Context: an optimization exercise on an open-source flow, tuned for small area. The choices shown serve that exercise and are no tape-out recipe.
Only simulation tests tie the RTL to the original design; equivalence was not proved.

==> 12-03 <==
==> flow/design.v <==
module AudioADC
(
input rst,
input AUD_BCLK,
input AUD_ADCLRCK,
input AUD_ADCDAT,
output reg [31:0] digital_signal_out,
output reg [13:0] t1_left,   
output reg [13:0] t1_right
);
reg [5:0] cnt;
reg [31:0] shift;
always @(posedge AUD_BCLK)
	shift <= {shift[30:0], AUD_ADCDAT};
always @(posedge AUD_BCLK or negedge rst)
begin
	if (rst == 1'b0)
		cnt <= 6'd0;
	else if (cnt == 6'd33)
		cnt <= 6'd0;
	else if (cnt != 6'd0 || AUD_ADCLRCK)
		cnt <= cnt + 6'd1;
end
reg [7:0] r;
reg [8:0] q;
wire sign_bit = (cnt == 6'd1) || (cnt == 6'd17);
wire [8:0] t = {r, AUD_ADCDAT};
wire ge = (t >= 9'd141);
wire [8:0] tm = t - 9'd141;
always @(posedge AUD_BCLK)
begin
	if (sign_bit) begin
		r <= AUD_ADCDAT ? 8'd140 : 8'd0;
		q <= {9{AUD_ADCDAT}};
	end else begin
		r <= ge ? tm[7:0] : t[7:0];
		q <= {q[7:0], ge};
	end
end
reg [3:0] g;
always @(*)
begin
	case (r)
		8'd0: g = 4'd0;
		8'd1: g = 4'd0;
		8'd2: g = 4'd0;
		8'd3: g = 4'd0;
		8'd4: g = 4'd0;
		8'd5: g = 4'd0;
		8'd6: g = 4'd0;
		8'd7: g = 4'd0;
		8'd8: g = 4'd0;
		8'd9: g = 4'd1;
		8'd10: g = 4'd1;
		8'd11: g = 4'd1;
		8'd12: g = 4'd1;
		8'd13: g = 4'd1;
		8'd14: g = 4'd1;
		8'd15: g = 4'd1;
		8'd16: g = 4'd1;
		8'd17: g = 4'd1;
		8'd18: g = 4'd2;
		8'd19: g = 4'd2;
		8'd20: g = 4'd2;
		8'd21: g = 4'd2;
		8'd22: g = 4'd2;
		8'd23: g = 4'd2;
		8'd24: g = 4'd2;
		8'd25: g = 4'd2;
		8'd26: g = 4'd2;
		8'd27: g = 4'd3;
		8'd28: g = 4'd3;
		8'd29: g = 4'd3;
		8'd30: g = 4'd3;
		8'd31: g = 4'd3;
		8'd32: g = 4'd3;
		8'd33: g = 4'd3;
		8'd34: g = 4'd3;
		8'd35: g = 4'd3;
		8'd36: g = 4'd4;
		8'd37: g = 4'd4;
		8'd38: g = 4'd4;
		8'd39: g = 4'd4;
		8'd40: g = 4'd4;
		8'd41: g = 4'd4;
		8'd42: g = 4'd4;
		8'd43: g = 4'd4;
		8'd44: g = 4'd4;
		8'd45: g = 4'd5;
		8'd46: g = 4'd5;
		8'd47: g = 4'd5;
		8'd48: g = 4'd5;
		8'd49: g = 4'd5;
		8'd50: g = 4'd5;
		8'd51: g = 4'd5;
		8'd52: g = 4'd5;
		8'd53: g = 4'd6;
		8'd54: g = 4'd6;
		8'd55: g = 4'd6;
		8'd56: g = 4'd6;
		8'd57: g = 4'd6;
		8'd58: g = 4'd6;
		8'd59: g = 4'd6;
		8'd60: g = 4'd6;
		8'd61: g = 4'd6;
		8'd62: g = 4'd7;
		8'd63: g = 4'd7;
		8'd64: g = 4'd7;
		8'd65: g = 4'd7;
		8'd66: g = 4'd7;
		8'd67: g = 4'd7;
		8'd68: g = 4'd7;
		8'd69: g = 4'd7;
		8'd70: g = 4'd7;
		8'd71: g = 4'd8;
		8'd72: g = 4'd8;
		8'd73: g = 4'd8;
		8'd74: g = 4'd8;
		8'd75: g = 4'd8;
		8'd76: g = 4'd8;
		8'd77: g = 4'd8;
		8'd78: g = 4'd8;
		8'd79: g = 4'd8;
		8'd80: g = 4'd9;
		8'd81: g = 4'd9;
		8'd82: g = 4'd9;
		8'd83: g = 4'd9;
		8'd84: g = 4'd9;
		8'd85: g = 4'd9;
		8'd86: g = 4'd9;
		8'd87: g = 4'd9;
		8'd88: g = 4'd9;
		8'd89: g = 4'd10;
		8'd90: g = 4'd10;
		8'd91: g = 4'd10;
		8'd92: g = 4'd10;
		8'd93: g = 4'd10;
		8'd94: g = 4'd10;
		8'd95: g = 4'd10;
		8'd96: g = 4'd10;
		8'd97: g = 4'd11;
		8'd98: g = 4'd11;
		8'd99: g = 4'd11;
		8'd100: g = 4'd11;
		8'd101: g = 4'd11;
		8'd102: g = 4'd11;
		8'd103: g = 4'd11;
		8'd104: g = 4'd11;
		8'd105: g = 4'd11;
		8'd106: g = 4'd12;
		8'd107: g = 4'd12;
		8'd108: g = 4'd12;
		8'd109: g = 4'd12;
		8'd110: g = 4'd12;
		8'd111: g = 4'd12;
		8'd112: g = 4'd12;
		8'd113: g = 4'd12;
		8'd114: g = 4'd12;
		8'd115: g = 4'd13;
		8'd116: g = 4'd13;
		8'd117: g = 4'd13;
		8'd118: g = 4'd13;
		8'd119: g = 4'd13;
		8'd120: g = 4'd13;
		8'd121: g = 4'd13;
		8'd122: g = 4'd13;
		8'd123: g = 4'd13;
		8'd124: g = 4'd14;
		8'd125: g = 4'd14;
		8'd126: g = 4'd14;
		8'd127: g = 4'd14;
		8'd128: g = 4'd14;
		8'd129: g = 4'd14;
		8'd130: g = 4'd14;
		8'd131: g = 4'd14;
		8'd132: g = 4'd14;
		8'd133: g = 4'd15;
		8'd134: g = 4'd15;
		8'd135: g = 4'd15;
		8'd136: g = 4'd15;
		8'd137: g = 4'd15;
		8'd138: g = 4'd15;
		8'd139: g = 4'd15;
		8'd140: g = 4'd15;
		default: g = 4'd15;
	endcase
end
wire [13:0] t1_now = {q, g, q[8] & (r != 8'd0)};
reg [13:0] t1_saved;
always @(posedge AUD_BCLK)
	if (cnt == 6'd17)
		t1_saved <= t1_now;
always @(posedge AUD_BCLK or negedge rst)
begin
	if (rst == 1'b0) begin
		digital_signal_out <= 32'd0;
		t1_left <= 14'd0;
		t1_right <= 14'd0;
	end else if (cnt == 6'd33) begin
		digital_signal_out <= shift;
		t1_left <= t1_saved;
		t1_right <= t1_now;
	end
end
endmodule
module AudioDAC
(
input rst,
input AUD_BCLK,
input AUD_DACLRCK,
input [31:0] digital_signal_in,
output AUD_DACDAT
);
reg [5:0] cnt;
reg top;
reg [31:0] ring;
wire idle = (cnt == 6'd0);
always @(posedge AUD_BCLK or negedge rst)
begin
	if (rst == 1'b0)
		cnt <= 6'd0;
	else if (cnt == 6'd33)
		cnt <= 6'd0;
	else if (!idle || AUD_DACLRCK)
		cnt <= cnt + 6'd1;
end
always @(posedge AUD_BCLK or negedge rst)
begin
	if (rst == 1'b0)
		top <= 1'b0;
	else
		top <= idle ? digital_signal_in[31] : ring[31];
end
always @(posedge AUD_BCLK)
	ring <= idle ? {digital_signal_in[30:0], digital_signal_in[31]} : {ring[30:0], top};
assign AUD_DACDAT = top;
endmodule
module LowPassFilter
(
input rst,
input AUDIO_CLK,
input AUD_DACLRCK,
input [13:0] t1,
output [15:0] y
);
reg [15:0] lastOutput;
div_t2_acc d2(lastOutput, t1[13:1], t1[0], y);
always @(posedge AUDIO_CLK or negedge rst)
begin
	if (rst == 1'b0)
		lastOutput <= 16'd0;
	else if (AUD_DACLRCK)
		lastOutput <= y;
end
endmodule
module div_t2_acc(input signed [15:0] v, input signed [12:0] e, input c, output signed [15:0] q);
wire signed [31:0] vp = v;
wire signed [31:0] vn = ~vp;
wire signed [31:0] r0 = (vp >>> 10);
wire signed [31:0] r1 = (vp >>> 7);
wire signed [31:0] r2 = (vn >>> 5);
wire signed [31:0] r3 = (vp >>> 3);
wire signed [31:0] r4 = (vn >>> 1);
wire signed [31:0] r5 = (vn <<< 3);
wire signed [31:0] r6 = (vp <<< 5);
wire signed [31:0] r7 = (vn <<< 8);
wire signed [31:0] r8 = (vp <<< 11);
wire signed [31:0] ex = e;
wire [31:0] cx = c;
wire signed [31:0] s = r0 + r1 + r2 + r3 + r4 + r5 + r6 + r7 + r8 + (ex <<< 11) + $signed(cx <<< 11) + (v[15] ? 32'sd2302 : 32'sd278);
wire signed [31:0] qq = s >>> 11;
assign q = qq[15:0];
endmodule
module HighPassFilter
(
input rst,
input AUDIO_CLK,
input AUD_DACLRCK,
input [15:0] x,
input [15:0] xp,
output [15:0] y
);
reg [14:0] lastOutput;
wire signed [17:0] u = $signed(lastOutput) + $signed(x) - $signed(xp);
wire [14:0] q;
div_t3 d3(u, q);
assign y = {q[14], q};
always @(posedge AUDIO_CLK or negedge rst)
begin
	if (rst == 1'b0)
		lastOutput <= 15'd0;
	else if (AUD_DACLRCK)
		lastOutput <= q;
end
endmodule
module div_t3(input signed [17:0] v, output signed [14:0] q);
wire signed [31:0] vp = v;
wire signed [31:0] vn = ~vp;
wire signed [31:0] r0 = (vn >>> 13);
wire signed [31:0] r1 = (vn >>> 11);
wire signed [31:0] r2 = (vn >>> 8);
wire signed [31:0] r3 = (vp >>> 6);
wire signed [31:0] r4 = (vn >>> 4);
wire signed [31:0] r5 = (vp >>> 2);
wire signed [31:0] r6 = (vp <<< 2);
wire signed [31:0] r7 = (vn <<< 4);
wire signed [31:0] r8 = (vp <<< 7);
wire signed [31:0] s = r0 + r1 + r2 + r3 + r4 + r5 + r6 + r7 + r8 + (v[17] ? 32'sd1040 : 32'sd20);
wire signed [31:0] qq = s >>> 10;
assign q = qq[14:0];
endmodule
module EchoFilter
(
input [15:0] x,
input [15:0] xp,
output [15:0] y
);
wire signed [17:0] t = $signed(xp) * 3 + (xp[15] ? 18'sd3 : 18'sd0);
wire signed [17:0] q = t >>> 2;
assign y = q[15:0] + x;
endmodule
module audio_core
(
	input AUD_BCLK,
	input rst,
	input [2:0]SW,
	input AUD_ADCLRCK,
	input AUD_ADCDAT,
	input AUD_DACLRCK,
	output AUD_DACDAT
);
wire [31:0] x;
reg [31:0] currentDACData;
wire [13:0] t1L, t1R;
AudioADC myADC(rst, AUD_BCLK, AUD_ADCLRCK, AUD_ADCDAT, x, t1L, t1R);
reg [31:0] xp;
always @(posedge AUD_BCLK or negedge rst)
begin
	if (rst == 1'b0)
		xp <= 32'd0;
	else if (AUD_DACLRCK)
		xp <= x;
end
wire [31:0] lp, hp, ec;
LowPassFilter lpL(rst, AUD_BCLK, AUD_DACLRCK, t1L, lp[31:16]);
LowPassFilter lpR(rst, AUD_BCLK, AUD_DACLRCK, t1R, lp[15:0]);
HighPassFilter hpL(rst, AUD_BCLK, AUD_DACLRCK, x[31:16], xp[31:16], hp[31:16]);
HighPassFilter hpR(rst, AUD_BCLK, AUD_DACLRCK, x[15:0], xp[15:0], hp[15:0]);
EchoFilter ecL(x[31:16], xp[31:16], ec[31:16]);
EchoFilter ecR(x[15:0], xp[15:0], ec[15:0]);
always @(*)
begin
	case (SW)
		3'b001: currentDACData = lp;
		3'b010: currentDACData = hp;
		3'b100: currentDACData = ec;
		default: currentDACData = x;
	endcase
end
AudioDAC myDAC(rst, AUD_BCLK, AUD_DACLRCK, currentDACData, AUD_DACDAT);
endmodule
==> flow/run.sh <==
#!/bin/bash
# synth_recipe.tcl (not shown) runs the flow's synth.tcl, then flattens the netlist and writes it again
# the make line also repeats each setting of config.mk as NAME=value (left out here)
make -C /OpenROAD-flow-scripts/flow DESIGN_CONFIG=/design/flow/config.mk WORK_HOME=/design/flow/orfs CLKGATE_MAP_FILE= SYNTH_SCRIPT=/design/flow/synth_recipe.tcl finish
==> flow/config.mk <==
export PLATFORM = sky130hd
export DESIGN_NAME = audio_core
export DESIGN_NICKNAME = audio_core
export VERILOG_FILES = /design/flow/design.v
export SDC_FILE = /design/flow/constraint.sdc
export NUM_CORES = 4
export LEC_CHECK = 0
export CAP_MARGIN = 20
export CORE_MARGIN = 2
export CORE_UTILIZATION = 40
export SLEW_MARGIN = 20
==> flow/constraint.sdc <==
create_clock -name core_clock -period 40.0 [get_ports {AUD_BCLK}]
set_input_delay 8.0000 -clock core_clock [delete_from_list [all_inputs] [get_ports {AUD_BCLK}]]
set_output_delay 8.0000 -clock core_clock [all_outputs]
set_load 0.01 [all_outputs]
==> 12-27 (differences from 12-03) <==
==> flow/design.v (replaced) <==
module AudioADC
(
input rst,
input AUD_BCLK,
input AUD_ADCLRCK,
input AUD_ADCDAT,
output reg [31:0] digital_signal_out
);
reg [5:0] cnt;
reg [31:0] shift;
always @(posedge AUD_BCLK)
	shift <= {shift[30:0], AUD_ADCDAT};
always @(posedge AUD_BCLK or negedge rst)
begin
	if (rst == 1'b0)
		cnt <= 6'd0;
	else if (cnt == 6'd33)
		cnt <= 6'd0;
	else if (cnt != 6'd0 || AUD_ADCLRCK)
		cnt <= cnt + 6'd1;
end
always @(posedge AUD_BCLK or negedge rst)
begin
	if (rst == 1'b0)
		digital_signal_out <= 32'd0;
	else if (cnt == 6'd33)
		digital_signal_out <= shift;
end
endmodule
module AudioDAC
(
input rst,
input AUD_BCLK,
input AUD_DACLRCK,
input [31:0] digital_signal_in,
output AUD_DACDAT
);
reg [5:0] cnt;
reg top;
reg [31:0] ring;
wire idle = (cnt == 6'd0);
always @(posedge AUD_BCLK or negedge rst)
begin
	if (rst == 1'b0)
		cnt <= 6'd0;
	else if (cnt == 6'd33)
		cnt <= 6'd0;
	else if (!idle || AUD_DACLRCK)
		cnt <= cnt + 6'd1;
end
always @(posedge AUD_BCLK or negedge rst)
begin
	if (rst == 1'b0)
		top <= 1'b0;
	else
		top <= idle ? digital_signal_in[31] : ring[31];
end
always @(posedge AUD_BCLK)
	ring <= idle ? {digital_signal_in[30:0], digital_signal_in[31]} : {ring[30:0], top};
assign AUD_DACDAT = top;
endmodule
module LowPassFilter
(
input rst,
input AUDIO_CLK,
input AUD_DACLRCK,
input [15:0] x,
output [15:0] y
);
reg [15:0] lastOutput;
wire [12:0] a;
wire [15:0] b;
div_t1 d1(x, a);
div_t2 d2(lastOutput, b);
assign y = {{3{a[12]}}, a} + b;
always @(posedge AUDIO_CLK or negedge rst)
begin
	if (rst == 1'b0)
		lastOutput <= 16'd0;
	else if (AUD_DACLRCK)
		lastOutput <= y;
end
endmodule
module div_t1(input signed [15:0] v, output signed [12:0] q);
wire signed [31:0] vp = v;
wire signed [31:0] vn = ~vp;
wire signed [31:0] r0 = (vn >>> 10);
wire signed [31:0] r1 = (vn >>> 7);
wire signed [31:0] r2 = (vp >>> 5);
wire signed [31:0] r3 = (vn >>> 3);
wire signed [31:0] r4 = (vp >>> 1);
wire signed [31:0] r5 = (vp <<< 3);
wire signed [31:0] r6 = (vn <<< 5);
wire signed [31:0] r7 = (vp <<< 8);
wire signed [31:0] s = r0 + r1 + r2 + r3 + r4 + r5 + r6 + r7 + (v[15] ? 32'sd2080 : 32'sd36);
wire signed [31:0] qq = s >>> 11;
assign q = qq[12:0];
endmodule
module div_t2(input signed [15:0] v, output signed [15:0] q);
wire signed [31:0] vp = v;
wire signed [31:0] vn = ~vp;
wire signed [31:0] r0 = (vp >>> 10);
wire signed [31:0] r1 = (vp >>> 7);
wire signed [31:0] r2 = (vn >>> 5);
wire signed [31:0] r3 = (vp >>> 3);
wire signed [31:0] r4 = (vn >>> 1);
wire signed [31:0] r5 = (vn <<< 3);
wire signed [31:0] r6 = (vp <<< 5);
wire signed [31:0] r7 = (vn <<< 8);
wire signed [31:0] r8 = (vp <<< 11);
wire signed [31:0] s = r0 + r1 + r2 + r3 + r4 + r5 + r6 + r7 + r8 + (v[15] ? 32'sd2302 : 32'sd278);
wire signed [31:0] qq = s >>> 11;
assign q = qq[15:0];
endmodule
module HighPassFilter
(
input rst,
input AUDIO_CLK,
input AUD_DACLRCK,
input [15:0] x,
input [15:0] xp,
output [15:0] y
);
reg [14:0] lastOutput;
wire signed [17:0] u = $signed(lastOutput) + $signed(x) - $signed(xp);
wire [14:0] q;
div_t3 d3(u, q);
assign y = {q[14], q};
always @(posedge AUDIO_CLK or negedge rst)
begin
	if (rst == 1'b0)
		lastOutput <= 15'd0;
	else if (AUD_DACLRCK)
		lastOutput <= q;
end
endmodule
module div_t3(input signed [17:0] v, output signed [14:0] q);
wire signed [31:0] vp = v;
wire signed [31:0] vn = ~vp;
wire signed [31:0] r0 = (vn >>> 13);
wire signed [31:0] r1 = (vn >>> 11);
wire signed [31:0] r2 = (vn >>> 8);
wire signed [31:0] r3 = (vp >>> 6);
wire signed [31:0] r4 = (vn >>> 4);
wire signed [31:0] r5 = (vp >>> 2);
wire signed [31:0] r6 = (vp <<< 2);
wire signed [31:0] r7 = (vn <<< 4);
wire signed [31:0] r8 = (vp <<< 7);
wire signed [31:0] s = r0 + r1 + r2 + r3 + r4 + r5 + r6 + r7 + r8 + (v[17] ? 32'sd1040 : 32'sd20);
wire signed [31:0] qq = s >>> 10;
assign q = qq[14:0];
endmodule
module EchoFilter
(
input [15:0] x,
input [15:0] xp,
output [15:0] y
);
wire signed [17:0] t = $signed(xp) * 3 + (xp[15] ? 18'sd3 : 18'sd0);
wire signed [17:0] q = t >>> 2;
assign y = q[15:0] + x;
endmodule
module audio_core
(
	input AUD_BCLK,
	input rst,
	input [2:0]SW,
	input AUD_ADCLRCK,
	input AUD_ADCDAT,
	input AUD_DACLRCK,
	output AUD_DACDAT
);
wire [31:0] x;
reg [31:0] currentDACData;
AudioADC myADC(rst, AUD_BCLK, AUD_ADCLRCK, AUD_ADCDAT, x);
reg [31:0] xp;
always @(posedge AUD_BCLK or negedge rst)
begin
	if (rst == 1'b0)
		xp <= 32'd0;
	else if (AUD_DACLRCK)
		xp <= x;
end
wire [31:0] lp, hp, ec;
LowPassFilter lpL(rst, AUD_BCLK, AUD_DACLRCK, x[31:16], lp[31:16]);
LowPassFilter lpR(rst, AUD_BCLK, AUD_DACLRCK, x[15:0], lp[15:0]);
HighPassFilter hpL(rst, AUD_BCLK, AUD_DACLRCK, x[31:16], xp[31:16], hp[31:16]);
HighPassFilter hpR(rst, AUD_BCLK, AUD_DACLRCK, x[15:0], xp[15:0], hp[15:0]);
EchoFilter ecL(x[31:16], xp[31:16], ec[31:16]);
EchoFilter ecR(x[15:0], xp[15:0], ec[15:0]);
always @(*)
begin
	case (SW)
		3'b001: currentDACData = lp;
		3'b010: currentDACData = hp;
		3'b100: currentDACData = ec;
		default: currentDACData = x;
	endcase
end
AudioDAC myDAC(rst, AUD_BCLK, AUD_DACLRCK, currentDACData, AUD_DACDAT);
endmodule
==> qor summary <==
                                                                                                                   12-03                     12-27
RR Endpoint                                                                                               myDAC.ring[16]            myDAC.ring[11]
Portion of the layout cell area used by non-clock buffers                                                         0.867%                     1.03%
Slowest library cell on the worst path                                                  sky130_fd_sc_hd__clkdlybuf4s50_1  sky130_fd_sc_hd__nand2_1
Final hold slack                                                                                                0.343 ns                  0.346 ns
Result of the run                                                                                         finished clean            finished clean
Via count of the first global-routing pass                                                                        21,749                    24,641
Worst relative slew slack                                                                                          27.9%                     23.7%
Post-synthesis share of cell area spent on full adders, half adders and majority gates                             44.2%                     50.7%
Top Metal Used                                                                                                      met4                      met5
Core Area                                                                                                    77,500 um^2               85,100 um^2
Sink count of the clock tree                                                                                         266                       203
Required time at the worst-slack endpoint                                                                       40.50 ns                  40.46 ns
Sequential cell area share                                                                                         18.7%                     12.9%

[what the ideal ports hide]
How much do the figures lean on ideal ports? The routed layouts below were timed once more, with nothing changed but the port constraints. Step 1 (the two cells are an assumption about what drives the block):
set clk [get_ports {AUD_BCLK}]
set_driving_cell -lib_cell sky130_fd_sc_hd__clkbuf_16 $clk
set_driving_cell -lib_cell sky130_fd_sc_hd__buf_2 [delete_from_list [all_inputs] $clk]
Step 2 moves the port delays by t, midway between the first and last clock arrival at a register: inputs arrive t later, outputs are due t later. That takes back most of the time a late clock gives input paths. Three values: ideal, step 1, step 2; two values: the first two.
run	shift t [ns]	slack for setup (ns)	hold WS [ns]	worst setup path at the end	latest minus earliest clock arrival (ns)
12-03	0.615	29.393 / 29.426 / 28.810	0.343 / 0.343 / 0.343	input to register	0.013 / 0.013
12-27	0.616	29.623 / 29.630 / 29.014	0.346 / 0.346 / 0.346	input to register	0.025 / 0.024
After both steps every run listed still meets setup and hold. The setup slack of 12-27, which loses most, moves by +0.007 ns with the drivers and by -0.609 ns with both steps.
